What follows belongs to an exercise in optimizing a design on an open flow for small area and a short achievable clock period; a production flow would make more cautious choices.
Only simulation tests tie the RTL to the original design; equivalence was not proved.
No activity file was given, so power comes from the tool's default toggle rates.

### flow/config.mk
export PLATFORM = sky130hd
export DESIGN_NAME = fadd_p2
export DESIGN_NICKNAME = fadd_p2
export VERILOG_FILES = /design/flow/design.v
export SDC_FILE = /design/flow/constraint.sdc
export NUM_CORES = 4
export LEC_CHECK = 0
export ABC_AREA = 1
export CAP_MARGIN = 20
export CORE_MARGIN = 2
export CORE_UTILIZATION = 45
export CTS_BUF_LIST = sky130_fd_sc_hd__clkbuf_8
export PLACE_DENSITY = 0.6
export SLEW_MARGIN = 20
### flow/constraint.sdc
create_clock -name core_clock -period 15.0 [get_ports {clk}]
set_input_delay 3.0000 -clock core_clock [delete_from_list [all_inputs] [get_ports {clk}]]
set_output_delay 3.0000 -clock core_clock [all_outputs]
set_load 0.01 [all_outputs]
### flow/design.v
`default_nettype none
module fadd_p2 (input wire [31:0] x1,
                input wire [31:0] x2,
                output reg [31:0] y,
                output reg        ovf,
                input wire        clk,
                input wire        rstn);
   wire        s1 = x1[31];
   wire        s2 = x2[31];
   wire [7:0]  e1 = x1[30:23];
   wire [7:0]  e2 = x2[30:23];
   wire [22:0] m1 = x1[22:0];
   wire [22:0] m2 = x2[22:0];
   wire        h1 = |e1;
   wire        h2 = |e2;
   wire [7:0]  e1a = {e1[7:1], e1[0] | ~h1};
   wire [7:0]  e2a = {e2[7:1], e2[0] | ~h2};
   wire        f1 = &e1;
   wire        f2 = &e2;
   wire        spec = f1 | f2;
   wire        nz1 = |m1;
   wire        nz2 = |m2;
   wire        pick1 = f1 & (~f2 | nz1);
   wire        sub = s1 ^ s2;
   wire        infnan = f1 & f2 & ~nz1 & ~nz2 & sub;
   wire        nzp = pick1 ? nz1 : nz2;
   reg  [31:0] cg0, ce0;
   reg  [15:0] cg1, ce1;
   reg  [7:0]  cg2, ce2;
   reg  [3:0]  cg3, ce3;
   reg  [1:0]  cg4, ce4;
   integer     k;
   always @* begin
      for (k = 0; k < 32; k = k + 1) begin
         cg0[k] = (k < 31) ? (x2[k] & ~x1[k]) : 1'b0;
         ce0[k] = (k < 31) ? ~(x2[k] ^ x1[k]) : 1'b1;
      end
      for (k = 0; k < 16; k = k + 1) begin
         cg1[k] = cg0[2*k+1] | (ce0[2*k+1] & cg0[2*k]);
         ce1[k] = ce0[2*k+1] & ce0[2*k];
      end
      for (k = 0; k < 8; k = k + 1) begin
         cg2[k] = cg1[2*k+1] | (ce1[2*k+1] & cg1[2*k]);
         ce2[k] = ce1[2*k+1] & ce1[2*k];
      end
      for (k = 0; k < 4; k = k + 1) begin
         cg3[k] = cg2[2*k+1] | (ce2[2*k+1] & cg2[2*k]);
         ce3[k] = ce2[2*k+1] & ce2[2*k];
      end
      for (k = 0; k < 2; k = k + 1) begin
         cg4[k] = cg3[2*k+1] | (ce3[2*k+1] & cg3[2*k]);
         ce4[k] = ce3[2*k+1] & ce3[2*k];
      end
   end
   wire        ge21 = cg4[1] | (ce4[1] & (cg4[0] | ce4[0]));
   wire        sel = spec ? ~pick1 : ge21;
   wire [7:0]  es = sel ? e2a : e1a;
   wire [23:0] msx = sel ? {h2, m2} : {h1, m1};
   wire [23:0] ms = {msx[23], msx[22] | (spec & (nzp | infnan)), msx[21:0]};
   wire [23:0] mi = sel ? {h1, m1} : {h2, m2};
   wire        ss = (sel ? s2 : s1) | infnan;
   wire [8:0]  d12 = {1'b0, e1a} - {1'b0, e2a};
   wire [7:0]  d21 = e2a - e1a;
   wire [7:0]  tde = d12[8] ? d21 : d12[7:0];
   wire [4:0]  de = (spec | (|tde[7:5])) ? 5'd31 : tde[4:0];
   wire [25:0] a0 = {mi, 2'b00};
   wire [25:0] a1 = de[4] ? {16'b0, a0[25:16]} : a0;
   wire        t1 = de[4] & (|a0[15:0]);
   wire [25:0] a2 = de[3] ? {8'b0, a1[25:8]} : a1;
   wire        t2 = de[3] & (|a1[7:0]);
   wire [25:0] a3 = de[2] ? {4'b0, a2[25:4]} : a2;
   wire        t3 = de[2] & (|a2[3:0]);
   wire [25:0] a4 = de[1] ? {2'b0, a3[25:2]} : a3;
   wire        t4 = de[1] & (|a3[1:0]);
   wire [25:0] a5 = de[0] ? {1'b0, a4[25:1]} : a4;
   wire        t5 = de[0] & a4[0];
   wire        tstck = t1 | t2 | t3 | t4 | t5;
   reg [23:0]  msr;
   reg [25:0]  miar;
   reg         stckr;
   reg         subr;
   reg         ssr;
   reg         specr;
   reg [7:0]   er;       
   always @(posedge clk) begin
      msr   <= ms;
      miar  <= a5;
      stckr <= tstck;
      subr  <= sub;
      ssr   <= ss;
      specr <= spec;
      er    <= es + 8'd1;
   end
   wire [26:0] aa = {1'b0, msr, 2'b00};
   wire [26:0] bb = {1'b0, miar} ^ {27{subr}};
   wire [26:0] p0 = aa ^ bb;
   wire [26:0] g0 = aa & bb;
   reg  [26:0] g, p;
   integer     i, l;
   always @* begin
      g = g0; p = p0;
      g[0] = g0[0] | (p0[0] & subr);
      for (l = 0; l < 5; l = l + 1)
        for (i = (2 << l) - 1; i < 27; i = i + (2 << l)) begin
           g[i] = g[i] | (p[i] & g[i - (1 << l)]);
           p[i] = p[i] & p[i - (1 << l)];
        end
      for (l = 3; l >= 0; l = l - 1)
        for (i = (3 << l) - 1; i < 27; i = i + (2 << l)) begin
           g[i] = g[i] | (p[i] & g[i - (1 << l)]);
           p[i] = p[i] & p[i - (1 << l)];
        end
   end
   wire [26:0] mye = p0 ^ {g[25:0], subr};
   reg  [26:0] sent;
   always @* begin
      for (i = 0; i < 27; i = i + 1)
        sent[i] = (er == 8'd27 - i[7:0]);
   end
   wire [26:0] n0 = mye | sent;
   wire [31:0] lzi = {n0, 5'b11111};
   reg  [15:0] v1;  reg [15:0] c1;
   reg  [7:0]  v2;  reg [15:0] c2;
   reg  [3:0]  v3;  reg [11:0] c3;
   reg  [1:0]  v4;  reg [7:0]  c4;
   reg  [4:0]  sh;
   always @* begin
      for (i = 0; i < 16; i = i + 1) begin
         v1[i] = lzi[2*i+1] | lzi[2*i];
         c1[i] = ~lzi[2*i+1];
      end
      for (i = 0; i < 8; i = i + 1) begin
         v2[i] = v1[2*i+1] | v1[2*i];
         c2[2*i +: 2] = v1[2*i+1] ? {1'b0, c1[2*i+1]} : {1'b1, c1[2*i]};
      end
      for (i = 0; i < 4; i = i + 1) begin
         v3[i] = v2[2*i+1] | v2[2*i];
         c3[3*i +: 3] = v2[2*i+1] ? {1'b0, c2[2*(2*i+1) +: 2]} : {1'b1, c2[2*(2*i) +: 2]};
      end
      for (i = 0; i < 2; i = i + 1) begin
         v4[i] = v3[2*i+1] | v3[2*i];
         c4[4*i +: 4] = v3[2*i+1] ? {1'b0, c3[3*(2*i+1) +: 3]} : {1'b1, c3[3*(2*i) +: 3]};
      end
      sh = v4[1] ? {1'b0, c4[7:4]} : {1'b1, c4[3:0]};
   end
   wire [26:0] k1 = sh[4] ? {mye[10:0], 16'b0} : mye;
   wire [26:0] k2 = sh[3] ? {k1[18:0], 8'b0} : k1;
   wire [26:0] k3 = sh[2] ? {k2[22:0], 4'b0} : k2;
   wire [26:0] k4 = sh[1] ? {k3[24:0], 2'b0} : k3;
   wire [26:0] myf = sh[0] ? {k4[25:0], 1'b0} : k4;
   wire        den = ~myf[26];
   wire [7:0]  eyr = den ? 8'd0 : (er - {3'b0, sh});
   wire        ovfp = (&er) & mye[26];
   wire        stk = stckr | myf[0];
   wire        up = ~ovfp & myf[2] & (myf[1] | (stk ? ~subr : myf[3]));
   wire        zero = ~|mye;
   wire        sy = ssr & (~subr | ~zero);
   reg         syr;
   reg [30:0]  yur;
   reg         upr;
   reg         nspr;
   always @(posedge clk) begin
      if (~rstn) begin
         syr  <= 1'b0;
         yur  <= 31'd0;
         upr  <= 1'b0;
         nspr <= 1'b0;
      end else begin
         syr  <= sy;
         yur  <= {eyr, myf[25:3] & {23{~ovfp}}};
         upr  <= up;
         nspr <= ~specr;
      end
   end
   wire [31:0] yu32 = {1'b0, yur};
   reg  [31:0] ic;
   reg  [7:0]  ibc;
   always @* begin
      ibc[0] = upr;
      for (i = 1; i < 8; i = i + 1)
        ibc[i] = ibc[i-1] & (&yu32[4*i-4 +: 4]);
      for (i = 0; i < 32; i = i + 1)
        ic[i] = (i % 4 == 0) ? ibc[i/4] : (ic[i-1] & yur[i-1]);
   end
   wire [30:0] yr = yur ^ ic[30:0];
   always @* begin
      y   = {syr, yr};
      ovf = nspr & (&yr[30:23]);
   end
endmodule
`default_nettype wire
### flow/flow/run.sh
#!/bin/bash
# Standard ORFS layout with small port buffers and a tighter setup target for repair_timing.
set -euo pipefail
export BUFFER_PORTS_ARGS="-buffer_cell sky130_fd_sc_hd__buf_1"
export SETUP_SLACK_MARGIN=8.5
export RECOVER_POWER=100
bash standard.sh > standard.log 2>&1
### flow/standard.sh
#!/bin/bash
# synth_recipe.tcl (not shown) runs the flow's synth.tcl, then flattens the netlist and writes it again
# the make line also repeats each setting of config.mk as NAME=value (left out here)
make -C /OpenROAD-flow-scripts/flow DESIGN_CONFIG=/design/flow/config.mk WORK_HOME=/design/flow/orfs CLKGATE_MAP_FILE= SYNTH_SCRIPT=/design/flow/synth_recipe.tcl "${@:-finish}"
==> notes.md, run 1 <==
- Register area share after synthesis: around a fifth
- Crit start category: input port
- Worst Path Arrival: between 9 and 10 ns
- Boundary Pins: 99
- Detailed-route via count: ~10000
- Max cap viols: 2
- Outcome: failed layout checks
- Synth Flop Type: dfxtp_1
- Worst endpoint required time: between 15 and 20 ns
- PwrDens: about 170 mW/mm^2
- Critical Path Fanout Max: 87
- Starting Density: a little under half
- Min cycle time layout: just under 9 ns
- Peak Freq: between 100 and 150 MHz
- Setup violators final: 0
- Tcrit/Tclk final: between 50% and 60%
- Ys Warns: 1
- DRC Markers: 0
- Synthesized flop and latch total: 96
- DRT antenna net count: 0
- Peak supply drop: between 0.05 and 0.06 mV
- Setup Crit Path Kind: input port to register
- Core Area: 0.0220 mm^2
- Syn_nets: between 1500 and 2000
- Netlist Area Pre-Place: slightly above 0.01 mm^2
- CTS HTree Levels: 3
- First-pass GRT wire length: ~47000 um
- Gate power share: a little over two thirds
- Buf+Inv Stages, Crit Path: 4
- Count of input and output buffers: between 90 and 100
- Area contributors post-synth: dfxtp_1 (19%), nand2_1 (16%), ha_1 (12%), nand3_1 (8.5%), inv_1 (5.9%)
- Crit-path most repeated cell: nand2_1
- Hold_sp: specr
- SO Viols: capacitance limit, slew limit
- Top cell family by delay on the critical path: buffers and inverters
- Synth-to-layout area growth: 7.03%
- Sw power: between 0.9 and 1 mW
- Worst skew pair latency: between 0.3 and 0.4 ns
- Worst path slowest cell: clkbuf_1
- Tightest Pin Transition: between 2 and 3 ns
- Sequential share of power: roughly 20%
- Static leakage: roughly 5.4 nW
- Worst-case clock buffer depth: 2
- Die height: 154 um
- Synth area leader: dfxtp_1
- Gp weighted congestion: a little over 0.9
- Clock Skew: approximately 0.025 ns
- Ys async rst share: 0%
- Clk sink count: between 90 and 100
- Sequential cell area: 0.00192 mm^2
- WL/cell: 14.8 um
- Die Area: ~0.024 mm^2
- Count of different cell masters after synthesis: 56
- Slew Limit Fails: 119
- Cell chain of the critical path: clkbuf_1 > inv_1 > nor4_1 > nand2_1 > nand2_1 > clkbuf_1 > clkinv_1 > nand2_1 > a21oi_1 > nand2_1 > o21ai_0 > o21ai_0 > mux2i_1 > nand2_1 > nand2_1
- Origin of the critical flop-to-flop path: subr
- Total GRT Usage: between 20% and 30%
- Vias in the first global route: slightly above 9000
- Routed wire length: slightly below 30000 um
- Worst Setup End Kind: register
- CTS Buf Count: 9
- Share of the synthesized area in the top cell type: 19.0%
- Syn avg cell area: roughly 6.3 um^2
- Synth top cells by count: nand2_1 (439), nand3_1 (173), inv_1 (160)
- Mapped Cells: between 1500 and 2000
- Slowest stage delay, CP: 1.95 ns
- Pint: approximately 0.85 mW
- Post-DP HPWL: about 24000 um
- Total Neg Setup Slack: 0 ns
- Sw Ratio: about 54%
- RSZ-0062 raised after global routing: yes
- Hold buffers post-CTS: 0
- CTS root buffer: clkbuf_8
- Crit path from: x1[24]
- Initial DRC count: roughly 660
- Most numerous cell in the Yosys netlist: nand2_1
- Share of cells above drive strength 1: 5.02%
- Inserted Diodes: 0
- Final Net Count: around 1800
- Final hold vios: 0
- Slew Limit Headroom: -78.1%
- Initial antenna violation count: 0
- Fin util: between 40% and 50%
- Total grt overflow: 0
- Pre-antenna DRT Iters: 6
- FP Rows: 54
- Type of the worst min-delay path: register to register
- Multi-input gate area: around 0.0072 mm^2
- Post-DR vias/cell: 5.23
- Die width: 154 um
- # fillers: 2414
- Largest net degree at the start of global routing: 88
- CTS tree: built
- Post-synth EDFFs: 0
- Clock power frac: 10.1%
- Worst-path clk slew: about 0.10 ns
## stage by stage
stage	hold slack, ns	worst slack [ns]	power, mW	instance area, um^2	cells
after floorplan	0.366	9.14	1.36	10100	1601
after global placement	0.404	8.22	1.65	10600	1927
after detailed placement	0.412	8.18	1.66	10600	1927
after CTS	0.428	8.58	1.85	10800	1943
after global routing	0.454	5.40	2.05	10800	1953
final	0.423	6.24	1.84	10800	1953
## repair_timing
item,4_1_cts,5_1_grt
setup buffers,0,7
gates resized for setup,0,19
endpoints found under the setup margin,0,29
## metal layers
layer | vias up | track usage [%] | part of all wire, %
met5 | - | 0 | 0
met4 | 0 | 7.70 | 2.7
met3 | 52 | 2.51 | 3.6
met2 | 244 | 40.4 | 46
met1 | 4508 | 32.5 | 48
li1 | 5409 | - | -
## power by group through the flow
stage / registers [mW] / clock network (mW) / logic (mW)
after floorplan: 0.362 / 0 / 0.998
after global placement: 0.374 / 0 / 1.28
after detailed placement: 0.376 / 0 / 1.28
after CTS: 0.370 / 0.191 / 1.29
after global routing: 0.377 / 0.200 / 1.47
final: 0.369 / 0.185 / 1.29
## registers in the layout (all words and copies together), names as in the netlist, 8 cells and up
signal and count:
yur 31, miar 26, msr 24, er 8
## cell families after synthesis
logic type / after synthesis / synth area share [%]
AND/OR/NAND/NOR: 867 / 38.4
buffers and inverters: 233 / 9.55
AO/OA/AOI/OAI: 229 / 12.7
adder cells (fa/ha/maj): 109 / 14.6
flip-flops: 96 / 19.0
XOR/XNOR: 64 / 5.53
multiplexers: 3 / 0.297
## cells in the final DEF (no fill, tap or decap), drive strengths merged, types with 3 or more instances in the layout
cell type / n
or2: 12
ha: 94
buf: 107
xor2: 48
xnor2: 16
a21o: 3
o211ai: 11
nand2: 448
nand3: 183
o21a: 4
mux2i: 3
fa: 15
nor4: 19
inv: 174
nand4: 36
a21oi: 58
nor3: 18
o311ai: 3
clkbuf: 16
and2: 3
o21ai: 136
a21boi: 3
nor2: 146
dfxtp: 96
## cell type report
class,count,area share [%]
multi-input combinational,1275,66.6
sequential,96,17.7
timing repair buffer,112,4.41
inverter,174,6.11
clock buffer,11,1.40
clock inverter,5,0.554
tap,280,3.23
## final timing paths
path | endpoint | slack (ns) | cells after the start
min | nspr | 0.42 | 1
max reg2reg | yur[27] | 7.14 | 24
max | miar[10] | 6.24 | 15
min reg2reg | nspr | 0.42 | 1
==> run 2: changes to the inputs <==
--- a/flow/flow/run.sh
+++ b/flow/flow/run.sh
@@ -4,4 +4,3 @@
 export BUFFER_PORTS_ARGS="-buffer_cell sky130_fd_sc_hd__buf_1"
-export SETUP_SLACK_MARGIN=8.5
-export RECOVER_POWER=100
+export SETUP_SLACK_MARGIN=8.0
 bash standard.sh > standard.log 2>&1
==> run 2 against run 1 <==
Effect of this change:
- clock power about the same
- sequential share of layout area increased by 0.064 points
- core utilization decreased by 0.18 points
- global-route usage unchanged
- largest power group unchanged
- design area decreased by 0.36%
- critical endpoint is now stckr
- fmax increased by 34%
- routed wire length decreased by 2.0%
- die area unchanged
- now clean on timing, DRC and antenna
- via count decreased by 0.90%
- first-iteration DRC count decreased by 14%
- critical path depth increased by 12
==> notes.md, run 2 <==
- Outcome: timing/DRC/antenna clean (was failed layout checks)
- Most frequent cells in the layout: nand2_1 (439), nand3_1 (173), inv_1 (160) (was nand2_1 (442), nand3_1 (176), inv_1 (161))
- Setup Crit Path Kind: input port to register (unchanged)
- Final Hold Slack: 0.424 ns (was 0.423 ns)
- Post-DP HPWL: 23800 um (unchanged)
- Total GRT Usage: 24.1% (unchanged)
- Share of the synthesized area in the top cell type: 19.0% (unchanged)
- RSZ-0062 raised after global routing: no (was yes)
- Slew Limit Fails: 0 (was 119)
- Detailed-route via count: 10100 (was 10200)
- Count of different cell masters after synthesis: 56 (unchanged)
- GR Util met3: 2.51% (unchanged)
- R2R depth: 31 (was 24)
- Worst-case clock buffer depth: 2 (unchanged)
- CTS Buf Count: 9 (unchanged)
- CTS root buffer: clkbuf_8 (unchanged)
- GRT busiest layer: met2 (unchanged)
- CTS HTree Levels: 3 (unchanged)
- Worst endpoint required time: 15.25 ns (was 15.28 ns)
- Share of cells above drive strength 1: 5.11% (was 5.02%)
- Slew Limit Headroom: 44.1% (was -78.1%)
- Ys Warns: 1 (unchanged)
- Largest Register: yur (unchanged)
- Synthesized flop and latch total: 96 (unchanged)
- Synth top cells by count: nand2_1 (439), nand3_1 (173), inv_1 (160) (unchanged)
- Max FFs per register: 31 (unchanged)
- Setup violators final: 0 (unchanged)
- Total grt overflow: 0 (unchanged)
- GR Layer Usage met1: 32.5% (unchanged)
- FP Rows: 54 (unchanged)
- Post-Layout Cell Count: 1943 (was 1953)
- Mapped Cells: 1601 (unchanged)
- Clock Skew: 0.0225 ns (was 0.0245 ns)
- Placed instance count: 1927 (unchanged)
- Peak supply drop: 0.0570 mV (was 0.0573 mV)
- Routed wire length: 28400 um (was 29000 um)
- Fin util: 49.2% (was 49.4%)
- First-pass GRT wire length: 46600 um (unchanged)
- Syn avg cell area: 6.33 um^2 (unchanged)
- Design area: 0.0108 mm^2 (about the same)
- DRC Markers: 0 (unchanged)
- Netlist Area Pre-Place: 0.0101 mm^2 (unchanged)
- Worst-path clk slew: 0.10 ns (about the same)
- Hold buffers post-CTS: 0 (unchanged)
- Largest net degree at the start of global routing: 88 (unchanged)
- Final Net Count: 1833 (was 1843)
- Die height: 154 um (unchanged)
- Tightest Pin Transition: 0.830 ns (was 2.67 ns)
- Worst Setup End Kind: register (unchanged)
- Boundary Pins: 99 (unchanged)
- Die Area: 0.0237 mm^2 (unchanged)
- Max cap viols: 0 (was 2)
- Peak Freq: 153 MHz (was 114 MHz)
- Initial antenna violation count: 0 (unchanged)
- PwrDens: 170 mW/mm^2 (about the same)
- Tcrit/Tclk final: 43.5% (was 58.4%)
- Crit start category: input port (unchanged)
- DP Worst Slack: 8.18 ns (unchanged)
- CTS resizes: 0 (unchanged)
- Synth area leader: dfxtp_1 (unchanged)
- Register area share after synthesis: 19.0% (unchanged)
- Type of the worst min-delay path: register to register (unchanged)
- Inserted Diodes: 0 (unchanged)
- Total Neg Setup Slack: 0 ns (unchanged)
- Post-synth EDFFs: 0 (unchanged)
- GR Util met2: 40.4% (unchanged)
- Count of input and output buffers: 98 (unchanged)
- Starting Density: 46.1% (unchanged)
- CTS tree: built (unchanged)
- Core Area: 0.0220 mm^2 (unchanged)
- Setup Buffers After CTS: 0 (unchanged)
- Setup ws final: 8.48 ns (was 6.24 ns)
- Placed cell area: 0.0106 mm^2 (unchanged)
- Final hold vios: 0 (unchanged)
- Synth-to-layout area growth: 6.65% (was 7.03%)
- Gp weighted congestion: 0.932 (unchanged)
- Worst Path Arrival: 6.77 ns (was 9.04 ns)
- Ys async rst share: 0% (unchanged)
- Die width: 154 um (unchanged)
- Hold-critical path depth: 1 (unchanged)
- Commonest non-fill, non-tap cell in the layout: nand2_1 (unchanged)
- Total power: 1.84 mW (about the same)
- Clk sink count: 96 (unchanged)
- Critical Path Fanout Max: 35 (was 87)
- Synth Flop Type: dfxtp_1 (unchanged)
- Largest registers: yur x31, miar x26, msr x24 (unchanged)
- Static leakage: 5.40 nW (was 5.41 nW)
- Most numerous cell in the Yosys netlist: nand2_1 (unchanged)
- Syn_nets: 1776 (unchanged)
- Vias in the first global route: 9336 (unchanged)
- Area contributors post-synth: dfxtp_1 (19%), nand2_1 (16%), ha_1 (12%), nand3_1 (8.5%), inv_1 (5.9%) (unchanged)
- Pre-antenna DRT Iters: 5 (was 6)
- Initial DRC count: 567 (was 661)
- # fillers: 2410 (was 2414)
- Worst skew pair latency: 0.39 ns (about the same)
- Post-DR vias/cell: 5.21 (was 5.23)
- DRT antenna net count: 0 (unchanged)
- WL/cell: 14.6 um (was 14.8 um)
- Min cycle time layout: 6.52 ns (was 8.76 ns)
[run 2: cell count changes in the layout (fill, tap and decap cells not counted), moves of 3 or more]
cell      previous run  this run
o21ai_0            101        92
o21ai_1             34        42
clkbuf_1             5         0
inv_2                9        13
nand2_1            442       439
nand2_2              6         9
nand3_1            176       173
[run 2: cell type report]
cell class              count  area (um^2)  share of cell area (%)
clock buffers              11          151                    1.40
clock inverters             5         60.1                   0.556
repair buffers            105          420                    3.89
multi-input cells        1272         7240                    67.1
inverters                 174          653                    6.05
well taps                 280          350                    3.24
flip-flops and latches     96         1920                    17.8
[run 2: critical path: stages]
cell	delay, ns
buf_1	0.13
nor4_1	0.31
nand4_1	0.14
inv_1	0.09
nor2_1	0.05
inv_1	0.08
ha_1	0.19
fa_1	0.20
nor2_1	0.06
nor2_2	0.14
inv_2	0.07
a31oi_4	0.24
inv_2	0.11
nand2_1	0.09
nand2_2	0.06
nor2_4	0.13
nand3_4	0.12
nor2_4	0.56
nand2_1	0.11
o21ai_0	0.14
nand2_1	0.09
nor2_1	0.11
nand2_1	0.06
nand2_1	0.05
nand2_1	0.07
nor2_1	0.21
nand3_1	0.12
[run 2: final timing paths]
kind | to | slack (ns) | startpoint
worst max-delay path | stckr | 8.48 | x2[25]
worst min-delay path | nspr | 0.42 | specr
worst max register to register | yur[29] | 8.77 | subr
worst min register to register | nspr | 0.42 | specr
[run 2: cell families after synthesis]
family	share of synthesized area, %
AOI/OAI and AO/OA	12.7
xor gates and xnor gates	5.53
adders and majority gates	14.6
buffers and inverters	9.55
DFF	19.0
muxes	0.297
and+or+nand+nor	38.4
[run 2: layer usage]
layer	part of all wire, %	wire length, um
met1	49	13800
met2	46	13000
met3	3.4	970
met4	2.1	599
met5	0	0
[run 2: where the power goes]
group	leakage, nW	total [mW]	internal, mW	switching [mW]
Combinational	4.50	1.28	0.432	0.850
Clock	0.106	0.184	0.0872	0.0971
Sequential	0.799	0.369	0.327	0.0425
==> run 3: changes to the inputs <==
--- a/flow/flow/run.sh
+++ b/flow/flow/run.sh
@@ -4,3 +4,3 @@
 export BUFFER_PORTS_ARGS="-buffer_cell sky130_fd_sc_hd__buf_1"
-export SETUP_SLACK_MARGIN=8.0
+export SETUP_SLACK_MARGIN=8.8
 bash standard.sh > standard.log 2>&1
==> run 3 against run 2 <==
Effect of this change:
- non-clock buffer count rose by 36
- die area did not move
- sequential power barely moved
- largest cell class unchanged
==> notes.md, run 3 <==
- Clock Skew: 0.0249 ns (was 0.0225 ns)
- Clk sink count: 96 (unchanged)
- Slew Limit Headroom: 40.0% (was 44.1%)
- Post-Layout Cell Count: 1983 (was 1943)
- CTS Buf Count: 9 (unchanged)
- Tightest Pin Transition: 0.891 ns (was 0.830 ns)
- Slowest stage delay, CP: 0.25 ns (was 0.56 ns)
- Post-DP HPWL: 23800 um (unchanged)
- Ys Warns: 1 (unchanged)
- Initial DRC count: 666 (was 567)
- First-pass GRT wire length: 47100 um (was 46600 um)
- Worst Setup End Kind: register (unchanged)
- CTS HTree Levels: 3 (unchanged)
- # fillers: 2339 (was 2410)
- Final hold vios: 0 (unchanged)
- FP Rows: 54 (unchanged)
- Sequential cell area: 0.00192 mm^2 (unchanged)
- R2R depth: 32 (was 31)
- Total Neg Setup Slack: 0 ns (unchanged)
- Top cell family by delay on the critical path: simple AND/OR/NAND/NOR gates (unchanged)
- Gp weighted congestion: 0.932 (unchanged)
- Syn_nets: 1776 (unchanged)
- DP Worst Slack: 8.18 ns (unchanged)
- R2R Setup Slk: 9.26 ns (was 8.77 ns)
- Synth-to-layout area growth: 14.0% (was 6.65%)
- Total GRT Usage: 24.4% (was 24.1%)
- Peak Freq: 165 MHz (was 153 MHz)
- Syn avg cell area: 6.33 um^2 (unchanged)
- CTS root buffer: clkbuf_8 (unchanged)
- DRT antenna net count: 0 (unchanged)
- Crit start category: input port (unchanged)
- Most frequent cells in the layout: nand2_1 (429), nand3_1 (171), inv_1 (158) (was nand2_1 (439), nand3_1 (173), inv_1 (160))
- Largest registers: yur x31, miar x26, msr x24 (unchanged)
- Boundary Pins: 99 (unchanged)
- DRC Markers: 0 (unchanged)
- Setup Crit Path Kind: input port to register (unchanged)
- RSZ-0062 raised after global routing: yes (was no)
- Synth area leader: dfxtp_1 (unchanged)
- Core Area: 0.0220 mm^2 (unchanged)
- Sequential share of power: 19.3% (was 20.1%)
- Total grt overflow: 0 (unchanged)
- Largest Register: yur (unchanged)
- Count of input and output buffers: 98 (unchanged)
- Sw Ratio: 53.7% (was 53.9%)
- Most numerous cell in the Yosys netlist: nand2_1 (unchanged)
- Min cycle time layout: 6.04 ns (was 6.52 ns)
- Crit-path most repeated cell: nor2_4 (was nand2_1)
- Routed wire length: 30000 um (was 28400 um)
- Clock power frac: 9.7% (was 10.0%)
- Worst-case clock buffer depth: 2 (unchanged)
- Synth Flop Type: dfxtp_1 (unchanged)
- Max FFs per register: 31 (unchanged)
- Multi-input gate area: 0.00753 mm^2 (was 0.00724 mm^2)
- Worst-path clk slew: 0.10 ns (about the same)
- Commonest non-fill, non-tap cell in the layout: nand2_1 (unchanged)
- Critical Path Fanout Max: 8 (was 35)
- Setup ws final: 8.96 ns (was 8.48 ns)
- Sw power: 1.03 mW (was 0.990 mW)
- Type of the worst min-delay path: register to register (unchanged)
- Placed instance count: 1927 (unchanged)
- Largest net degree at the start of global routing: 88 (unchanged)
- Starting Density: 46.1% (unchanged)
- Share of the synthesized area in the top cell type: 19.0% (unchanged)
- Die width: 154 um (unchanged)
- Share of cells above drive strength 1: 10.4% (was 5.11%)
- Detailed-route via count: 10400 (was 10100)
- Synth top cells by count: nand2_1 (439), nand3_1 (173), inv_1 (160) (unchanged)
- Gate power share: 71.0% (was 69.8%)
- Final Net Count: 1873 (was 1833)
- Static leakage: 5.73 nW (was 5.40 nW)
- Slew Limit Fails: 0 (unchanged)
- CTS tree: built (unchanged)
- Worst skew pair latency: 0.39 ns (about the same)
- Critical R2R Capture: yur[29] (unchanged)
- Post-DR vias/cell: 5.22 (was 5.21)
- Die height: 154 um (unchanged)
- Post-synth EDFFs: 0 (unchanged)
- Hold-critical path depth: 1 (unchanged)
- Area contributors post-synth: dfxtp_1 (19%), nand2_1 (16%), ha_1 (12%), nand3_1 (8.5%), inv_1 (5.9%) (unchanged)
- Final Hold Slack: 0.424 ns (about the same)
- Die Area: 0.0237 mm^2 (unchanged)
- Max cap viols: 0 (unchanged)
- Worst Path Arrival: 6.38 ns (was 6.77 ns)
- Hold_sp: specr (unchanged)
- Vias in the first global route: 9436 (was 9336)
- Buf+Inv Stages, Crit Path: 7 (was 5)
- Pre-antenna DRT Iters: 5 (unchanged)
- Inserted Diodes: 0 (unchanged)
- Register area share after synthesis: 19.0% (unchanged)
- Peak supply drop: 0.0575 mV (was 0.0570 mV)
- Mapped Cells: 1601 (unchanged)
- Netlist Area Pre-Place: 0.0101 mm^2 (unchanged)
- Count of different cell masters after synthesis: 56 (unchanged)
- WL/cell: 15.1 um (was 14.6 um)
- Initial antenna violation count: 0 (unchanged)
- Hold EP: nspr (unchanged)
- Worst endpoint required time: 15.34 ns (was 15.25 ns)
- Hold buffers post-CTS: 0 (unchanged)
- Synthesized flop and latch total: 96 (unchanged)
- Tcrit/Tclk final: 40.3% (was 43.5%)
- Origin of the critical flop-to-flop path: subr (unchanged)
- Ys async rst share: 0% (unchanged)
- Outcome: timing/DRC/antenna clean (unchanged)
- PwrDens: 166 mW/mm^2 (was 170 mW/mm^2)
- Setup violators final: 0 (unchanged)
- Pint: 0.888 mW (was 0.846 mW)
- Worst path slowest cell: nor4_4 (was nor2_4)
-- run 3: cell counts after synthesis --
Identical to the previous run, type by type.
-- run 3: area by class of cell --
| cell class | instances | area share [%] |
|---|---|---|
| flip-flops and latches | 96 | 16.7 |
| repair inverters | 1 | 0.0650 |
| clock inverters | 5 | 0.520 |
| clock buffers | 11 | 1.31 |
| repair buffers | 141 | 7.35 |
| multi-input cells | 1275 | 65.3 |
| inverters | 174 | 5.81 |
| well taps | 280 | 3.04 |
-- run 3: metrics by stage --
step	utilization, %	instance area (um^2)	total power [mW]
finish	52.6	11500	1.92
global route	52.6	11500	2.12
CTS	49.6	10900	1.86
detailed placement	48.2	10600	1.66
global placement	48.2	10600	1.65
floorplan	-	10100	1.36
-- run 3: worst reg2reg max path: cells and delay by family (launching register included) --
family / cells / cell delay [ns]
and+or+nand+nor: 16 / 1.83
DFF: 1 / 0.39
adders and majority gates: 4 / 1.59
xor gates and xnor gates: 1 / 0.21
buffers and inverters: 7 / 1.05
AOI/OAI and AO/OA: 4 / 0.58
-- run 3: kinds of logic after synthesis --
family                   Yosys count  share of synthesized area (%)
AND/OR/NAND/NOR                  867                           38.4
adder cells (fa/ha/maj)          109                           14.6
AO/OA/AOI/OAI                    229                           12.7
XOR/XNOR                          64                           5.53
flip-flops                        96                           19.0
buffers and inverters            233                           9.55
multiplexers                       3                          0.297
-- run 3: how the worst max path moves through the flow --
stage	from	to	depth (start not counted)
floorplan	x2[25]	stckr	23
global placement	x1[24]	miar[14]	24
detailed placement	x2[25]	miar[14]	26
CTS	yur[3]	ovf	12
global route	subr	yur[29]	32
finish	x2[30]	miar[7]	27
-- run 3: per-layer routing --
layer	vias to the layer above	track usage [%]	part of all wire, %	routed length, um
li1	5472	-	-	-
met1	4600	32.5	47	14000
met2	238	41.3	47	14000
met3	50	2.51	3.7	1100
met4	0	7.97	2.5	762
met5	-	0	0	0
-- run 3: power by group through the flow --
stage | Combinational (mW) | Clock [mW] | Sequential (mW)
floorplan | 0.998 | 0 | 0.362
global placement | 1.28 | 0 | 0.374
detailed placement | 1.28 | 0 | 0.376
CTS | 1.30 | 0.191 | 0.370
global route | 1.54 | 0.200 | 0.377
finish | 1.36 | 0.186 | 0.370
-- run 3: repair_timing --
| action | CTS | global route |
|---|---|---|
| cloned | 2 | 5 |
| setup buffers | 6 | 27 |
| resized for setup | 5 | 109 |
| endpoints found under the setup margin | 27 | 33 |
| pin swaps | 3 | 29 |
==> run 4: changes to the inputs <==
--- a/flow/flow/run.sh
+++ b/flow/flow/run.sh
@@ -4,3 +4,3 @@
 export BUFFER_PORTS_ARGS="-buffer_cell sky130_fd_sc_hd__buf_1"
-export SETUP_SLACK_MARGIN=8.8
+export SETUP_SLACK_MARGIN=8.3
 bash standard.sh > standard.log 2>&1
==> run 4 against run 3 <==
Effect of this change:
- critical path depth decreased by 3
- setup slack got worse by 0.35 ns
- area after synthesis unchanged
- clock skew decreased by 0.0022 ns
- core utilization decreased by 3.1 points
- non-clock buffer count decreased by 31
- clock-buffer cell count unchanged
- first-iteration DRC count decreased by 14%
- synthesized cell count unchanged
- sequential power about the same
- largest cell class unchanged
==> notes.md, run 4 <==
- Outcome: timing/DRC/antenna clean (unchanged)
- Critical Path Fanout Max: 17 (was 8)
- Initial DRC count: 573 (was 666)
- Initial antenna violation count: 0 (unchanged)
- Count of input and output buffers: 98 (unchanged)
- CTS root buffer: clkbuf_8 (unchanged)
- Detailed-route via count: 10200 (was 10400)
- Post-Synth XOR/XNOR Area: 5.53% (unchanged)
- CTS HTree Levels: 3 (unchanged)
- Worst-path clk slew: 0.10 ns (about the same)
- Post-Synth Simple-Gate Area: 38.4% (unchanged)
- Gp weighted congestion: 0.932 (unchanged)
- Sequential cell area: 0.00192 mm^2 (unchanged)
- Max cap viols: 0 (unchanged)
- Peak Freq: 157 MHz (was 165 MHz)
- Clock power frac: 10.0% (was 9.7%)
- Compound-gate portion of the synthesized area: 12.7% (unchanged)
- Total Neg Setup Slack: 0 ns (unchanged)
- Worst skew pair latency: 0.39 ns (about the same)
- Min cycle time layout: 6.39 ns (was 6.04 ns)
- Die height: 154 um (unchanged)
- Final hold vios: 0 (unchanged)
- DRC Markers: 0 (unchanged)
- WL met3: 919 um (was 1100 um)
- Setup violators final: 0 (unchanged)
- Tcrit/Tclk final: 42.6% (was 40.3%)
- Routed wire length: 28900 um (was 30000 um)
- Slew Limit Fails: 0 (unchanged)
- Worst Path Arrival: 6.72 ns (was 6.38 ns)
- Share of the synthesized area in the top cell type: 19.0% (unchanged)
- Largest registers: yur x31, miar x26, msr x24 (unchanged)
- Count of different cell masters after synthesis: 56 (unchanged)
- Post-synth EDFFs: 0 (unchanged)
- Netlist Area Pre-Place: 0.0101 mm^2 (unchanged)
- DP Worst Slack: 8.18 ns (unchanged)
- Worst Setup End Kind: register (unchanged)
- Boundary Pins: 99 (unchanged)
- First-pass GRT wire length: 46600 um (was 47100 um)
- Synth-to-layout area growth: 7.31% (was 14.0%)
- Largest Register: yur (unchanged)
- Post-DP HPWL: 23800 um (unchanged)
- Crit start category: input port (unchanged)
- Syn_nets: 1776 (unchanged)
- Gate power share: 70.0% (was 71.0%)
- Core Area: 0.0220 mm^2 (unchanged)
- Ys Warns: 1 (unchanged)
- Largest net degree at the start of global routing: 88 (unchanged)
- Worst-case clock buffer depth: 2 (unchanged)
- Max layer used: met4 (unchanged)
- Sw power: 0.996 mW (was 1.03 mW)
- CTS tree: built (unchanged)
- Most numerous cell in the Yosys netlist: nand2_1 (unchanged)
- Synthesized flop and latch total: 96 (unchanged)
- Register area share after synthesis: 19.0% (unchanged)
- Inserted Diodes: 0 (unchanged)
- Share of cells above drive strength 1: 5.63% (was 10.4%)
- Worst endpoint required time: 15.33 ns (was 15.34 ns)
- Type of the worst min-delay path: register to register (unchanged)
- Die width: 154 um (unchanged)
- Mux contribution to synthesized area: 0.297% (unchanged)
- Total GRT Usage: 24.1% (was 24.4%)
- Synth Flop Type: dfxtp_1 (unchanged)
- Area contributors post-synth: dfxtp_1 (19%), nand2_1 (16%), ha_1 (12%), nand3_1 (8.5%), inv_1 (5.9%) (unchanged)
- Final Net Count: 1841 (was 1873)
- Final Hold Slack: 0.424 ns (about the same)
- Setup Crit Path Kind: input port to register (unchanged)
- RSZ-0062 raised after global routing: yes (unchanged)
- Sequential share of power: 20.0% (was 19.3%)
- Total grt overflow: 0 (unchanged)
- Ys async rst share: 0% (unchanged)
- Synth area leader: dfxtp_1 (unchanged)
- Tightest Pin Transition: 0.825 ns (was 0.891 ns)
- Static leakage: 5.42 nW (was 5.73 nW)
- DRT antenna net count: 0 (unchanged)
- Syn avg cell area: 6.33 um^2 (unchanged)
- Pint: 0.850 mW (was 0.888 mW)
- Vias in the first global route: 9336 (was 9436)
- Clk sink count: 96 (unchanged)
- WL/cell: 14.8 um (was 15.1 um)
- Post-Synth Adder-Cell Area: 14.6% (unchanged)
- Slew Limit Headroom: 44.4% (was 40.0%)
- Hold buffers post-CTS: 0 (unchanged)
- Mapped Cells: 1601 (unchanged)
- Peak supply drop: 0.0570 mV (was 0.0575 mV)
- Pre-antenna DRT Iters: 5 (unchanged)
- Starting Density: 46.1% (unchanged)
- Met1 wire length: 13900 um (was 14000 um)
- Combinational family with the most area after synthesis: simple AND/OR/NAND/NOR gates (unchanged)
- PwrDens: 170 mW/mm^2 (was 166 mW/mm^2)
- Max FFs per register: 31 (unchanged)
- Synth top cells by count: nand2_1 (439), nand3_1 (173), inv_1 (160) (unchanged)
- Clock Skew: 0.0227 ns (was 0.0249 ns)
- Multi-input gate area: 0.00726 mm^2 (was 0.00753 mm^2)
- # fillers: 2408 (was 2339)
- Post-DR vias/cell: 5.23 (was 5.22)
- Setup ws final: 8.61 ns (was 8.96 ns)
- Met2 wire length: 13400 um (was 14000 um)
- Die Area: 0.0237 mm^2 (unchanged)
- CTS Buf Count: 9 (unchanged)
- FP Rows: 54 (unchanged)
- Commonest non-fill, non-tap cell in the layout: nand2_1 (unchanged)
- Sw Ratio: 54.0% (was 53.7%)
- Most frequent cells in the layout: nand2_1 (439), nand3_1 (173), inv_1 (159) (was nand2_1 (429), nand3_1 (171), inv_1 (158))
-- run 4: repair_timing --
item                                    in CTS  in global routing
endpoints found under the setup margin       0                 25
resized for setup                            0                  3
buffers inserted                             0                  5
-- run 4: power groups by stage --
| stage | combinational [mW] | sequential, mW | clock [mW] |
|---|---|---|---|
| after floorplan | 0.998 | 0.362 | 0 |
| after global placement | 1.28 | 0.374 | 0 |
| after detailed placement | 1.28 | 0.376 | 0 |
| after CTS | 1.29 | 0.370 | 0.191 |
| after global routing | 1.48 | 0.376 | 0.200 |
| final | 1.29 | 0.369 | 0.185 |
-- run 4: per-stage QoR --
stage	cell area [um^2]	instances	total power [mW]	utilization [%]
6_report	10900	1951	1.85	49.5
3_5_place_dp	10600	1927	1.66	48.2
3_3_place_gp	10600	1927	1.65	48.2
4_1_cts	10800	1943	1.85	49.2
2_1_floorplan	10100	1601	1.36	-
5_1_grt	10900	1951	2.05	49.5
-- run 4: cells by family (layout without fill, tap and decap cells) --
logic type | after synthesis | after routing
AND/OR/NAND/NOR | 867 | 870
buffers and inverters | 233 | 300
AO/OA/AOI/OAI | 229 | 229
adder cells (fa/ha/maj) | 109 | 109
flip-flops | 96 | 96
XOR/XNOR | 64 | 64
multiplexers | 3 | 3
-- run 4: area by class of cell --
cell class / instances / area share [%]
flip-flops and latches: 96 / 17.7
clock inverters: 5 / 0.553
clock buffers: 11 / 1.39
well taps: 280 / 3.22
multi-input cells: 1275 / 66.8
repair buffers: 110 / 4.28
inverters: 174 / 6.04
-- run 4: metal layers --
layer	GRT usage, %	up-vias
li1	-	5405
met1	32.5	4543
met2	40.4	218
met3	2.51	40
met4	7.70	0
met5	0	-
-- run 4: path summary, 6_finish.rpt --
path | startpoint | endpoint | slack [ns] | depth (start not counted)
setup / recovery | x2[25] | miar[7] | 8.61 | 24
hold / removal | specr | nspr | 0.42 | 1
setup reg to reg | subr | yur[29] | 8.93 | 32
hold reg to reg | specr | nspr | 0.42 | 1
-- run 4: worst max-delay path, stage by stage --
cell	delay [ns]
buf_1	0.12
nor4_1	0.31
nand4_1	0.15
inv_1	0.09
nor2_1	0.05
inv_1	0.08
ha_1	0.20
fa_1	0.20
nor2_1	0.06
nor2_2	0.14
inv_2	0.07
a31oi_4	0.24
inv_2	0.11
nand2_1	0.09
nand2_2	0.06
nor2_4	0.13
nand3_4	0.16
nor2_2	0.62
nand2_1	0.16
o21ai_1	0.28
o21ai_0	0.12
nand2_1	0.09
nand3_1	0.08
nand2_1	0.10
==> run 5: changes to the inputs <==
--- a/flow/flow/run.sh
+++ b/flow/flow/run.sh
@@ -4,3 +4,3 @@
 export BUFFER_PORTS_ARGS="-buffer_cell sky130_fd_sc_hd__buf_1"
-export SETUP_SLACK_MARGIN=8.3
+export SETUP_SLACK_MARGIN=8.7
 bash standard.sh > standard.log 2>&1
==> run 5 against run 4 <==
Effect of this change:
- area after synthesis unchanged
- design area up 3.4%
- critical path depth unchanged
- routed wire length up 1.8%
- final cell count up 1.1%
- largest power group unchanged
- sequential power about the same
- clock-buffer cell count unchanged
- clock power about the same
- via count up 1.4%
- power up 2.1%
- fmax up 3.2%
==> notes.md, run 5 <==
- Outcome: timing/DRC/antenna clean (unchanged)
- Worst-path clk slew: 0.10 ns (about the same)
- Peak supply drop: 0.0574 mV (was 0.0570 mV)
- CTS root buffer: clkbuf_8 (unchanged)
- Largest Register: yur (unchanged)
- Share of the synthesized area in the top cell type: 19.0% (unchanged)
- CTS Buf Count: 9 (unchanged)
- Clk sink count: 96 (unchanged)
- Largest net degree at the start of global routing: 88 (unchanged)
- Max cap viols: 0 (unchanged)
- Crit path from: x2[30] (was x2[25])
- CTS tree: built (unchanged)
- Hold buffers post-CTS: 0 (unchanged)
- Most numerous cell in the Yosys netlist: nand2_1 (unchanged)
- Worst-case clock buffer depth: 2 (unchanged)
- Die height: 154 um (unchanged)
- Critical Path Fanout Max: 25 (was 17)
- Count of different cell masters after synthesis: 56 (unchanged)
- Met1 wire length: 13900 um (about the same)
- Die Area: 0.0237 mm^2 (unchanged)
- Worst setup path endpoint: stckr (was miar[7])
- PwrDens: 168 mW/mm^2 (was 170 mW/mm^2)
- Crit start category: input port (unchanged)
- Vias in the first global route: 9409 (was 9336)
- Core Area: 0.0220 mm^2 (unchanged)
- Pre-antenna DRT Iters: 6 (was 5)
- Slew Limit Fails: 0 (unchanged)
- Worst Setup End Kind: register (unchanged)
- Max FFs per register: 31 (unchanged)
- WL met3: 1140 um (was 919 um)
- Critical R2R Capture: yur[29] (unchanged)
- Count of input and output buffers: 98 (unchanged)
- R2R Setup Slk: 9.25 ns (was 8.93 ns)
- Mapped Cells: 1601 (unchanged)
- Inserted Diodes: 0 (unchanged)
- Clock Skew: 0.0215 ns (was 0.0227 ns)
- Register area share after synthesis: 19.0% (unchanged)
- Synthesized flop and latch total: 96 (unchanged)
- Setup violators final: 0 (unchanged)
- R2R depth: 32 (unchanged)
- Min cycle time layout: 6.19 ns (was 6.39 ns)
- Synth Flop Type: dfxtp_1 (unchanged)
- Post-DR vias/cell: 5.25 (was 5.23)
- Type of the worst min-delay path: register to register (unchanged)
- Synth-to-layout area growth: 11.0% (was 7.31%)
- Ys Warns: 1 (unchanged)
- Syn_nets: 1776 (unchanged)
- Starting Density: 46.1% (unchanged)
- Share of cells above drive strength 1: 8.45% (was 5.63%)
- Synth top cells by count: nand2_1 (439), nand3_1 (173), inv_1 (160) (unchanged)
- DRT antenna net count: 0 (unchanged)
- Commonest non-fill, non-tap cell in the layout: nand2_1 (unchanged)
- Peak Freq: 161 MHz (was 157 MHz)
- Ys async rst share: 0% (unchanged)
- FP Rows: 54 (unchanged)
- First-pass GRT wire length: 47000 um (was 46600 um)
- Static leakage: 5.59 nW (was 5.42 nW)
- Total grt overflow: 0 (unchanged)
- Initial DRC count: 660 (was 573)
- Total GRT Usage: 24.3% (was 24.1%)
- WL/cell: 14.9 um (was 14.8 um)
- Syn avg cell area: 6.33 um^2 (unchanged)
- Final hold vios: 0 (unchanged)
- Synth area leader: dfxtp_1 (unchanged)
- Met2 wire length: 13600 um (was 13400 um)
- Max layer used: met4 (unchanged)
- Largest registers: yur x31, miar x26, msr x24 (unchanged)
- Netlist Area Pre-Place: 0.0101 mm^2 (unchanged)
- DP Worst Slack: 8.18 ns (unchanged)
- Tightest Pin Transition: 0.854 ns (was 0.825 ns)
- Worst endpoint required time: 15.27 ns (was 15.33 ns)
- CTS HTree Levels: 3 (unchanged)
- DRC Markers: 0 (unchanged)
- Setup ws final: 8.81 ns (was 8.61 ns)
- Setup Crit Path Kind: input port to register (unchanged)
- Post-synth EDFFs: 0 (unchanged)
- Post-DP HPWL: 23800 um (unchanged)
- Worst skew pair latency: 0.39 ns (about the same)
- Most frequent cells in the layout: nand2_1 (436), nand3_1 (171), inv_1 (158) (was nand2_1 (439), nand3_1 (173), inv_1 (159))
- Slew Limit Headroom: 42.4% (was 44.4%)
- Detailed-route via count: 10300 (was 10200)
- Die width: 154 um (unchanged)
- Gp weighted congestion: 0.932 (unchanged)
- Boundary Pins: 99 (unchanged)
- Total power: 1.89 mW (was 1.85 mW)
- Routed wire length: 29500 um (was 28900 um)
- Origin of the critical flop-to-flop path: subr (unchanged)
- RSZ-0062 raised after global routing: yes (unchanged)
- Final Net Count: 1862 (was 1841)
- Initial antenna violation count: 0 (unchanged)
- Worst Path Arrival: 6.46 ns (was 6.72 ns)
- Tcrit/Tclk final: 41.3% (was 42.6%)
- Total Neg Setup Slack: 0 ns (unchanged)
- Area contributors post-synth: dfxtp_1 (19%), nand2_1 (16%), ha_1 (12%), nand3_1 (8.5%), inv_1 (5.9%) (unchanged)
[run 5: cell counts after synthesis]
Identical to the previous run, type by type.
[run 5: layout make-up]
class | count | area [um^2]
Multi-Input combinational cell | 1275 | 7390
Clock inverter | 5 | 60.1
Clock buffer | 11 | 151
Tap cell | 280 | 350
Sequential cell | 96 | 1920
Timing Repair inverter | 1 | 7.51
Timing Repair Buffer | 130 | 692
Inverter | 174 | 671
Fill cell | 2368 | 10700
[run 5: how the worst min path moves through the flow]
stage,start,endpoint,cells after the start
5_1_grt,specr,nspr,1
2_1_floorplan,specr,nspr,1
6_report,specr,nspr,1
3_5_place_dp,specr,nspr,1
3_3_place_gp,specr,nspr,1
4_1_cts,specr,nspr,1
[run 5: what timing repair did]
action / 4_1_cts / 5_1_grt
cloned: 2 / 3
pin swaps: 3 / 12
gates resized for setup: 2 / 60
endpoints found under the setup margin: 20 / 32
buffers inserted: 3 / 21
[run 5: worst max-delay path, stage by stage]
cell     delay (ns)
buf_2          0.13
nor4_4         0.26
nand4_1        0.14
inv_1          0.09
nor2_1         0.05
inv_1          0.09
ha_2           0.20
fa_2           0.21
nor2_1         0.05
nor2_2         0.17
inv_2          0.07
a31oi_4        0.25
inv_2          0.10
buf_4          0.14
nand2_1        0.05
nand2_1        0.08
xor2_2         0.34
nor2_4         0.11
inv_4          0.21
o21ai_0        0.21
nand3_1        0.17
nand3_1        0.11
nand3_1        0.13
nand3_2        0.08
[run 5: metrics by stage]
step | hold slack [ns] | instance area (um^2) | util (%) | instances
global route | 0.454 | 11200 | 51.2 | 1972
detailed placement | 0.412 | 10600 | 48.2 | 1927
floorplan | 0.366 | 10100 | - | 1601
finish | 0.424 | 11200 | 51.2 | 1972
global placement | 0.404 | 10600 | 48.2 | 1927
CTS | 0.428 | 10800 | 49.4 | 1948
[run 5: power breakdown]
| part | leakage, nW | switching, mW | internal, mW |
|---|---|---|---|
| logic | 4.68 | 0.874 | 0.458 |
| clock network | 0.106 | 0.0978 | 0.0872 |
| registers | 0.799 | 0.0430 | 0.327 |
| total | 5.59 | 1.01 | 0.872 |
[run 5: kinds of logic (layout without fill, tap and decap cells)]
| kind of cell | count (synthesis) | count (layout) | synth area share, % |
|---|---|---|---|
| and+or+nand+nor | 867 | 870 | 38.4 |
| buffers and inverters | 233 | 321 | 9.55 |
| AOI/OAI and AO/OA | 229 | 229 | 12.7 |
| adders and majority gates | 109 | 109 | 14.6 |
| DFF | 96 | 96 | 19.0 |
| xor gates and xnor gates | 64 | 64 | 5.53 |
| muxes | 3 | 3 | 0.297 |
[run 5: metal layers]
metal | vias to the layer above | global-route usage [%]
met1 | 4589 | 32.5
met5 | - | 0
met4 | 0 | 8.01
met3 | 59 | 2.56
met2 | 244 | 41.1
li1 | 5452 | -
==> run 6: changes to the inputs <==
--- a/flow/flow/run.sh
+++ b/flow/flow/run.sh
@@ -4,3 +4,3 @@
 export BUFFER_PORTS_ARGS="-buffer_cell sky130_fd_sc_hd__buf_1"
-export SETUP_SLACK_MARGIN=8.7
+export SETUP_SLACK_MARGIN=8.5
 bash standard.sh > standard.log 2>&1
--- a/flow/config.mk
+++ b/flow/config.mk
@@ -10,5 +10,5 @@
 export CORE_MARGIN = 2
-export CORE_UTILIZATION = 45
+export CORE_UTILIZATION = 35
 export CTS_BUF_LIST = sky130_fd_sc_hd__clkbuf_8
-export PLACE_DENSITY = 0.6
+export PLACE_DENSITY = 0.5
 export SLEW_MARGIN = 20
==> run 6 against run 5 <==
Effect of this change:
- highest routed layer unchanged
- synthesized cell count unchanged
- non-clock buffer count fell by 16
- setup slack got worse by 0.045 ns
==> notes.md, run 6 <==
- Slowest stage delay, CP: 0.37 ns (was 0.34 ns)
- Largest net degree at the start of global routing: 88 (unchanged)
- Syn avg cell area: 6.33 um^2 (unchanged)
- PwrDens: 168 mW/mm^2 (about the same)
- Most numerous cell in the Yosys netlist: nand2_1 (unchanged)
- Worst path slowest cell: or2_2 (was xor2_2)
- DRC Markers: 0 (unchanged)
- Boundary Pins: 99 (unchanged)
- Setup Crit Path Kind: input port to register (unchanged)
- R2R Setup Slk: 9.04 ns (was 9.25 ns)
- Share of the synthesized area in the top cell type: 19.0% (unchanged)
- Outcome: timing/DRC/antenna clean (unchanged)
- Top cell family by delay on the critical path: simple AND/OR/NAND/NOR gates (unchanged)
- Clock Skew: 0.0164 ns (was 0.0215 ns)
- Static leakage: 5.45 nW (was 5.59 nW)
- Synthesized flop and latch total: 96 (unchanged)
- Die width: 174 um (was 154 um)
- Min cycle time layout: 6.24 ns (was 6.19 ns)
- Post-Layout Cell Count: 2059 (was 1972)
- Clk sink count: 96 (unchanged)
- Area contributors post-synth: dfxtp_1 (19%), nand2_1 (16%), ha_1 (12%), nand3_1 (8.5%), inv_1 (5.9%) (unchanged)
- Worst Path Arrival: 6.54 ns (was 6.46 ns)
- Ys async rst share: 0% (unchanged)
- Detailed-route via count: 10300 (about the same)
- Initial DRC count: 628 (was 660)
- Worst endpoint required time: 15.30 ns (was 15.27 ns)
- Pre-antenna DRT Iters: 5 (was 6)
- Post-DR vias/cell: 4.98 (was 5.25)
- Post-synth EDFFs: 0 (unchanged)
- FP Rows: 62 (was 54)
- Die height: 174 um (was 154 um)
- Vias in the first global route: 9528 (was 9409)
- First-pass GRT wire length: 49600 um (was 47000 um)
- Inserted Diodes: 0 (unchanged)
- DRT antenna net count: 0 (unchanged)
- Cell chain of the critical path: buf_1 > nor4_2 > nand4_1 > inv_1 > nor2_1 > inv_1 > ha_1 > fa_1 > nor2_1 > nor2_2 > inv_2 > a31oi_4 > inv_2 > nand2_1 > nand2_2 > nor2_4 > nand3_4 > nor2_1 > buf_4 > inv_2 > or2_2 > nand3_1 > nand2_1 (was buf_2 > nor4_4 > nand4_1 > inv_1 > nor2_1 > inv_1 > ha_2 > fa_2 > nor2_1 > nor2_2 > inv_2 > a31oi_4 > inv_2 > buf_4 > nand2_1 > nand2_1 > xor2_2 > nor2_4 > inv_4 > o21ai_0 > nand3_1 > nand3_1 > nand3_1 > nand3_2)
- Placed instance count: 2032 (was 1927)
- RSZ-0062 raised after global routing: yes (unchanged)
- Synth Flop Type: dfxtp_1 (unchanged)
- Max cap viols: 0 (unchanged)
- CTS Buf Count: 9 (unchanged)
- Worst-case clock buffer depth: 2 (unchanged)
- # fillers: 3217 (was 2368)
- Hold_sp: specr (unchanged)
- Synth top cells by count: nand2_1 (439), nand3_1 (173), inv_1 (160) (unchanged)
- Ys Warns: 1 (unchanged)
- Largest registers: yur x31, miar x26, msr x24 (unchanged)
- Tcrit/Tclk final: 41.6% (was 41.3%)
- Initial antenna violation count: 0 (unchanged)
- Hold EP: nspr (unchanged)
- Gp weighted congestion: 0.944 (was 0.932)
- Setup violators final: 0 (unchanged)
- Compound-gate portion of the synthesized area: 12.7% (unchanged)
- Total Neg Setup Slack: 0 ns (unchanged)
- WL/cell: 15.0 um (was 14.9 um)
- CTS tree: built (unchanged)
- Crit start category: input port (unchanged)
- Count of different cell masters after synthesis: 56 (unchanged)
- CTS root buffer: clkbuf_8 (unchanged)
- Slew Limit Fails: 0 (unchanged)
- Peak Freq: 160 MHz (was 161 MHz)
- Count of input and output buffers: 98 (unchanged)
- Slew Limit Headroom: 31.4% (was 42.4%)
- Type of the worst min-delay path: register to register (unchanged)
- Die Area: 0.0303 mm^2 (was 0.0237 mm^2)
- Buf+Inv Stages, Crit Path: 7 (unchanged)
- Most frequent cells in the layout: nand2_1 (439), nand3_1 (173), inv_1 (159) (was nand2_1 (436), nand3_1 (171), inv_1 (158))
- Final Net Count: 1845 (was 1862)
- Total GRT Usage: 20.3% (was 24.3%)
- Netlist Area Pre-Place: 0.0101 mm^2 (unchanged)
- Final Hold Slack: 0.431 ns (was 0.424 ns)
- Mapped Cells: 1601 (unchanged)
- Design area: 0.0111 mm^2 (was 0.0112 mm^2)
- Routed wire length: 30800 um (was 29500 um)
- Origin of the critical flop-to-flop path: subr (unchanged)
- Synth area leader: dfxtp_1 (unchanged)
- Total grt overflow: 0 (unchanged)
- Commonest non-fill, non-tap cell in the layout: nand2_1 (unchanged)
- Peak supply drop: 0.0647 mV (was 0.0574 mV)
- Mux contribution to synthesized area: 0.297% (unchanged)
- Placed cell area: 0.0107 mm^2 (was 0.0106 mm^2)
- Critical R2R Capture: yur[29] (unchanged)
- Syn_nets: 1776 (unchanged)
- Final hold vios: 0 (unchanged)
- Synth-to-layout area growth: 9.66% (was 11.0%)
- Post-Synth Simple-Gate Area: 38.4% (unchanged)
- Critical Path Fanout Max: 28 (was 25)
- Post-Synth XOR/XNOR Area: 5.53% (unchanged)
- Worst Setup End Kind: register (unchanged)
- Max FFs per register: 31 (unchanged)
- CTS HTree Levels: 3 (unchanged)
- Largest Register: yur (unchanged)
- Worst skew pair latency: 0.39 ns (about the same)
- Worst-path clk slew: 0.11 ns (was 0.10 ns)
- Post-Synth Adder-Cell Area: 14.6% (unchanged)
- Core Area: 0.0286 mm^2 (was 0.0220 mm^2)
- Share of cells above drive strength 1: 6.33% (was 8.45%)
- R2R depth: 32 (unchanged)
- Register area share after synthesis: 19.0% (unchanged)
- Hold-critical path depth: 1 (unchanged)
- Combinational family with the most area after synthesis: simple AND/OR/NAND/NOR gates (unchanged)
- Starting Density: 35.4% (was 46.1%)
- Tightest Pin Transition: 1.02 ns (was 0.854 ns)
- Post-DP HPWL: 25200 um (was 23800 um)
==> run 6: where the power goes <==
group          internal [mW]  total, mW  leakage [nW]  switching [mW]
logic                  0.448       1.32          4.56           0.874
registers              0.327      0.369         0.799          0.0424
clock network         0.0675      0.172        0.0927           0.104
total                  0.842       1.86          5.45            1.02
==> run 6: timing repair <==
item,CTS,global route
resized for setup,1,25
hold buffers,0,0
endpoints found under the setup margin,21,30
cloned,2,1
setup buffers,2,6
pin swaps,3,5
==> run 6: per-stage QoR <==
| stage | setup WS, ns | power [mW] | util [%] |
|---|---|---|---|
| CTS | 8.52 | 1.86 | 38.3 |
| detailed placement | 7.97 | 1.67 | 37.5 |
| floorplan | 9.14 | 1.36 | - |
| finish | 8.76 | 1.86 | 38.8 |
| global route | 8.46 | 2.07 | 38.8 |
| global placement | 7.97 | 1.68 | 37.5 |
==> run 6: area by class of cell <==
| type | count | area (um^2) | area share [%] |
|---|---|---|---|
| Sequential cell | 96 | 1920 | 17.3 |
| Tap cell | 384 | 480 | 4.33 |
| Inverter | 174 | 662 | 5.96 |
| Multi-Input combinational cell | 1275 | 7310 | 65.9 |
| Clock buffer | 10 | 138 | 1.24 |
| Clock inverter | 6 | 51.3 | 0.462 |
| Timing Repair Buffer | 114 | 539 | 4.86 |
==> run 6: how the worst max path moves through the flow <==
| stage | from | end | slack, ns | cells past startpoint |
|---|---|---|---|---|
| finish | x2[30] | miar[15] | 8.76 | 23 |
| global route | x2[30] | stckr | 8.46 | 28 |
| CTS | yur[3] | ovf | 8.52 | 12 |
| detailed placement | x2[25] | miar[6] | 7.97 | 25 |
| global placement | x2[25] | stckr | 7.97 | 25 |
| floorplan | x2[25] | stckr | 9.14 | 23 |
==> run 6: routing by layer <==
| layer | GRT usage [%] | routed length, um | share of wire [%] |
|---|---|---|---|
| met5 | 0 | 0 | 0 |
| met4 | 7.42 | 870 | 2.8 |
| met3 | 2.10 | 1290 | 4.2 |
| met2 | 33.3 | 14000 | 46 |
| met1 | 27.5 | 14600 | 47 |
==> run 6: kinds of logic (layout without fill, tap and decap cells) <==
kind of cell | after synthesis | after routing
DFF | 96 | 96
adders and majority gates | 109 | 109
and+or+nand+nor | 867 | 870
buffers and inverters | 233 | 304
muxes | 3 | 3
AOI/OAI and AO/OA | 229 | 229
xor gates and xnor gates | 64 | 64
==> run 7: changes to the inputs <==
--- a/flow/config.mk
+++ b/flow/config.mk
@@ -10,5 +10,5 @@
 export CORE_MARGIN = 2
-export CORE_UTILIZATION = 35
+export CORE_UTILIZATION = 65
 export CTS_BUF_LIST = sky130_fd_sc_hd__clkbuf_8
-export PLACE_DENSITY = 0.5
+export PLACE_DENSITY = 0.8
 export SLEW_MARGIN = 20
==> run 7 against run 6 <==
Effect of this change:
- sequential cell count unchanged
- critical endpoint is now miar[14]
- final cell count is 9.5% lower
- global-route usage up 12 points
- fmax grew 0.14%
- die area is 45% lower
- largest power group unchanged
- first-iteration DRC count up 63%
- core utilization rose by 33 points
- clock-buffer cell count stayed put
==> notes.md, run 7 <==
- DRC Markers: 0 (unchanged)
- Cell chain of the critical path: buf_1 > nor4_1 > nand4_1 > inv_1 > nor2_1 > ha_1 > fa_1 > o31ai_2 > xor2_1 > nand2_1 > nand2_1 > nor2_4 > nand3_4 > nor2_4 > buf_12 > nand2_1 > o21ai_1 > nand2_1 > o21ai_1 > or2_2 > nand3_1 > nand2_1 (was buf_1 > nor4_2 > nand4_1 > inv_1 > nor2_1 > inv_1 > ha_1 > fa_1 > nor2_1 > nor2_2 > inv_2 > a31oi_4 > inv_2 > nand2_1 > nand2_2 > nor2_4 > nand3_4 > nor2_1 > buf_4 > inv_2 > or2_2 > nand3_1 > nand2_1)
- Slew Limit Fails: 0 (unchanged)
- Post-DP HPWL: 21800 um (was 25200 um)
- Gate power share: 70.0% (was 71.0%)
- Setup violators final: 0 (unchanged)
- Largest Register: yur (unchanged)
- Inserted Diodes: 0 (unchanged)
- Routed wire length: 27300 um (was 30800 um)
- Min cycle time layout: 6.23 ns (was 6.24 ns)
- Clk sink count: 96 (unchanged)
- Most numerous cell in the Yosys netlist: nand2_1 (unchanged)
- Slew Limit Headroom: 52.0% (was 31.4%)
- Largest registers: yur x31, miar x26, msr x24 (unchanged)
- Sw Ratio: 53.9% (was 54.8%)
- Peak supply drop: 0.0890 mV (was 0.0647 mV)
- Boundary Pins: 99 (unchanged)
- CTS HTree Levels: 3 (unchanged)
- Ys async rst share: 0% (unchanged)
- Count of input and output buffers: 98 (unchanged)
- Synth Flop Type: dfxtp_1 (unchanged)
- Final Hold Slack: 0.455 ns (was 0.431 ns)
- Pre-antenna DRT Iters: 6 (was 5)
- Origin of the critical flop-to-flop path: subr (unchanged)
- Crit-path most repeated cell: nand2_1
- GR Util met2: 55.0% (was 33.3%)
- Ys Warns: 1 (unchanged)
- Setup Crit Path Kind: input port to register (unchanged)
- Clock Skew: 0.0187 ns (was 0.0164 ns)
- RSZ-0062 raised after global routing: no (was yes)
- Synth area leader: dfxtp_1 (unchanged)
- R2R Setup Slk: 9.03 ns (was 9.04 ns)
- DRT antenna net count: 0 (unchanged)
- Worst Path Arrival: 6.57 ns (was 6.54 ns)
- Placed instance count: 1835 (was 2032)
- CTS tree: built (unchanged)
- Type of the worst min-delay path: register to register (unchanged)
- Sequential share of power: 19.9% (was 19.8%)
- Worst path slowest cell: fa_1 (was or2_2)
- Max FFs per register: 31 (unchanged)
- Syn_nets: 1776 (unchanged)
- Post-Layout Cell Count: 1863 (was 2059)
- Synth-to-layout area growth: 7.03% (was 9.66%)
- # fillers: 1364 (was 3217)
- Worst Setup End Kind: register (unchanged)
- Total Neg Setup Slack: 0 ns (unchanged)
- Share of the synthesized area in the top cell type: 19.0% (unchanged)
- Total GRT Usage: 32.4% (was 20.3%)
- Most frequent cells in the layout: nand2_1 (439), nand3_1 (173), inv_1 (159) (unchanged)
- Outcome: timing/DRC/antenna clean (unchanged)
- Tightest Pin Transition: 0.714 ns (was 1.02 ns)
- Largest net degree at the start of global routing: 88 (unchanged)
- R2R depth: 32 (unchanged)
- Die Area: 0.0166 mm^2 (was 0.0303 mm^2)
- FP Rows: 45 (was 62)
- Initial antenna violation count: 0 (unchanged)
- Max cap viols: 0 (unchanged)
- Total grt overflow: 0 (unchanged)
- Area contributors post-synth: dfxtp_1 (19%), nand2_1 (16%), ha_1 (12%), nand3_1 (8.5%), inv_1 (5.9%) (unchanged)
- Synthesized flop and latch total: 96 (unchanged)
- GRT busiest layer: met2 (unchanged)
- Hold EP: nspr (unchanged)
- Hold buffers post-CTS: 0 (unchanged)
- Share of cells above drive strength 1: 6.21% (was 6.33%)
- Mapped Cells: 1601 (unchanged)
- Worst-case clock buffer depth: 2 (unchanged)
- Final hold vios: 0 (unchanged)
- Gp weighted congestion: 0.977 (was 0.944)
- Clock power frac: 10.1% (was 9.2%)
- Hold_sp: specr (unchanged)
- GR Layer Usage met1: 41.5% (was 27.5%)
[run 7: cell counts after synthesis]
Identical to the previous run, type by type.
[run 7: final cells by class]
type | count | area, um^2 | share of cell area, %
Timing Repair Buffer | 114 | 509 | 4.70
Inverter | 174 | 668 | 6.16
Clock buffer | 10 | 138 | 1.27
Sequential cell | 96 | 1920 | 17.7
Clock inverter | 6 | 73.8 | 0.681
Multi-Input combinational cell | 1275 | 7290 | 67.3
Tap cell | 188 | 235 | 2.17
[run 7: kinds of logic (layout without fill, tap and decap cells)]
group / after synthesis / count (layout) / synth area share, %
buf+inv: 233 / 304 / 9.55
flops: 96 / 96 / 19.0
compound gates: 229 / 229 / 12.7
simple gates: 867 / 870 / 38.4
xor+xnor: 64 / 64 / 5.53
fa+ha+maj: 109 / 109 / 14.6
mux: 3 / 3 / 0.297
[run 7: worst max-delay path, delay by kind of cell]
kind	cells	cell delay (ns)
xor+xnor	1	0.12
compound gates	3	0.73
buf+inv	3	0.37
simple gates	13	1.66
fa+ha+maj	2	0.68
[run 7: per-layer routing]
metal / part of all wire, % / wire length [um]
met5: 0 / 0
met4: 4.1 / 1110
met3: 6.4 / 1750
met2: 47 / 12700
met1: 43 / 11700
[run 7: worst max path at each step]
stage,from,to,cells past startpoint
floorplan,x2[25],stckr,23
finish,x2[25],miar[14],22
global route,x2[25],stckr,28
global placement,x2[25],miar[7],24
CTS,x2[25],miar[7],21
detailed placement,x2[25],miar[7],20
[run 7: power groups by stage]
stage	sequential, mW	clock (mW)	combinational (mW)
6_report	0.369	0.187	1.30
5_1_grt	0.376	0.199	1.47
4_1_cts	0.368	0.188	1.26
3_5_place_dp	0.374	0	1.25
3_3_place_gp	0.372	0	1.24
2_1_floorplan	0.362	0	0.998
[run 7: timing repair]
action / 4_1_cts / 5_1_grt
resized for setup: 1 / 18
pin swaps: 1 / 6
endpoints found under the setup margin: 23 / 31
setup buffers: 0 / 9
gates cloned: 1 / 2
[run 7: stage by stage]
stage	worst slack (ns)	utilization [%]	total power, mW	cell area, um^2
floorplan	9.14	-	1.36	10100
global placement	7.95	68.9	1.61	10500
detailed placement	7.79	68.9	1.63	10500
CTS	8.50	70.3	1.82	10700
global route	8.47	71.3	2.04	10800
finish	8.77	71.3	1.85	10800

## re-timing with driven ports
How much do the figures lean on ideal ports? The routed layouts below were timed once more, with nothing changed but the port constraints.
Step 1: set_driving_cell puts a clkbuf_16 on clk and a buf_2 on each other input, an assumption about the parent block.
Step 2, shift: input delay + t, output delay - t, t = (earliest + latest rising clock arrival at the registers) / 2. This alone moves slack from input paths to output paths.
a / b / c = no drivers / after step 1 / after step 2; a / b = the first two.
run | t (ns) | setup slack, ns
run 1 | 0.414 | 6.242 / 6.256 / 5.841
run 2 | 0.412 | 8.480 / 8.496 / 8.084
run 3 | 0.416 | 8.957 / 8.953 / 8.537
run 4 | 0.413 | 8.612 / 8.628 / 8.214
run 5 | 0.413 | 8.808 / 8.822 / 8.409
run 6 | 0.429 | 8.763 / 8.783 / 8.353
run 7 | 0.428 | 8.772 / 8.790 / 8.361
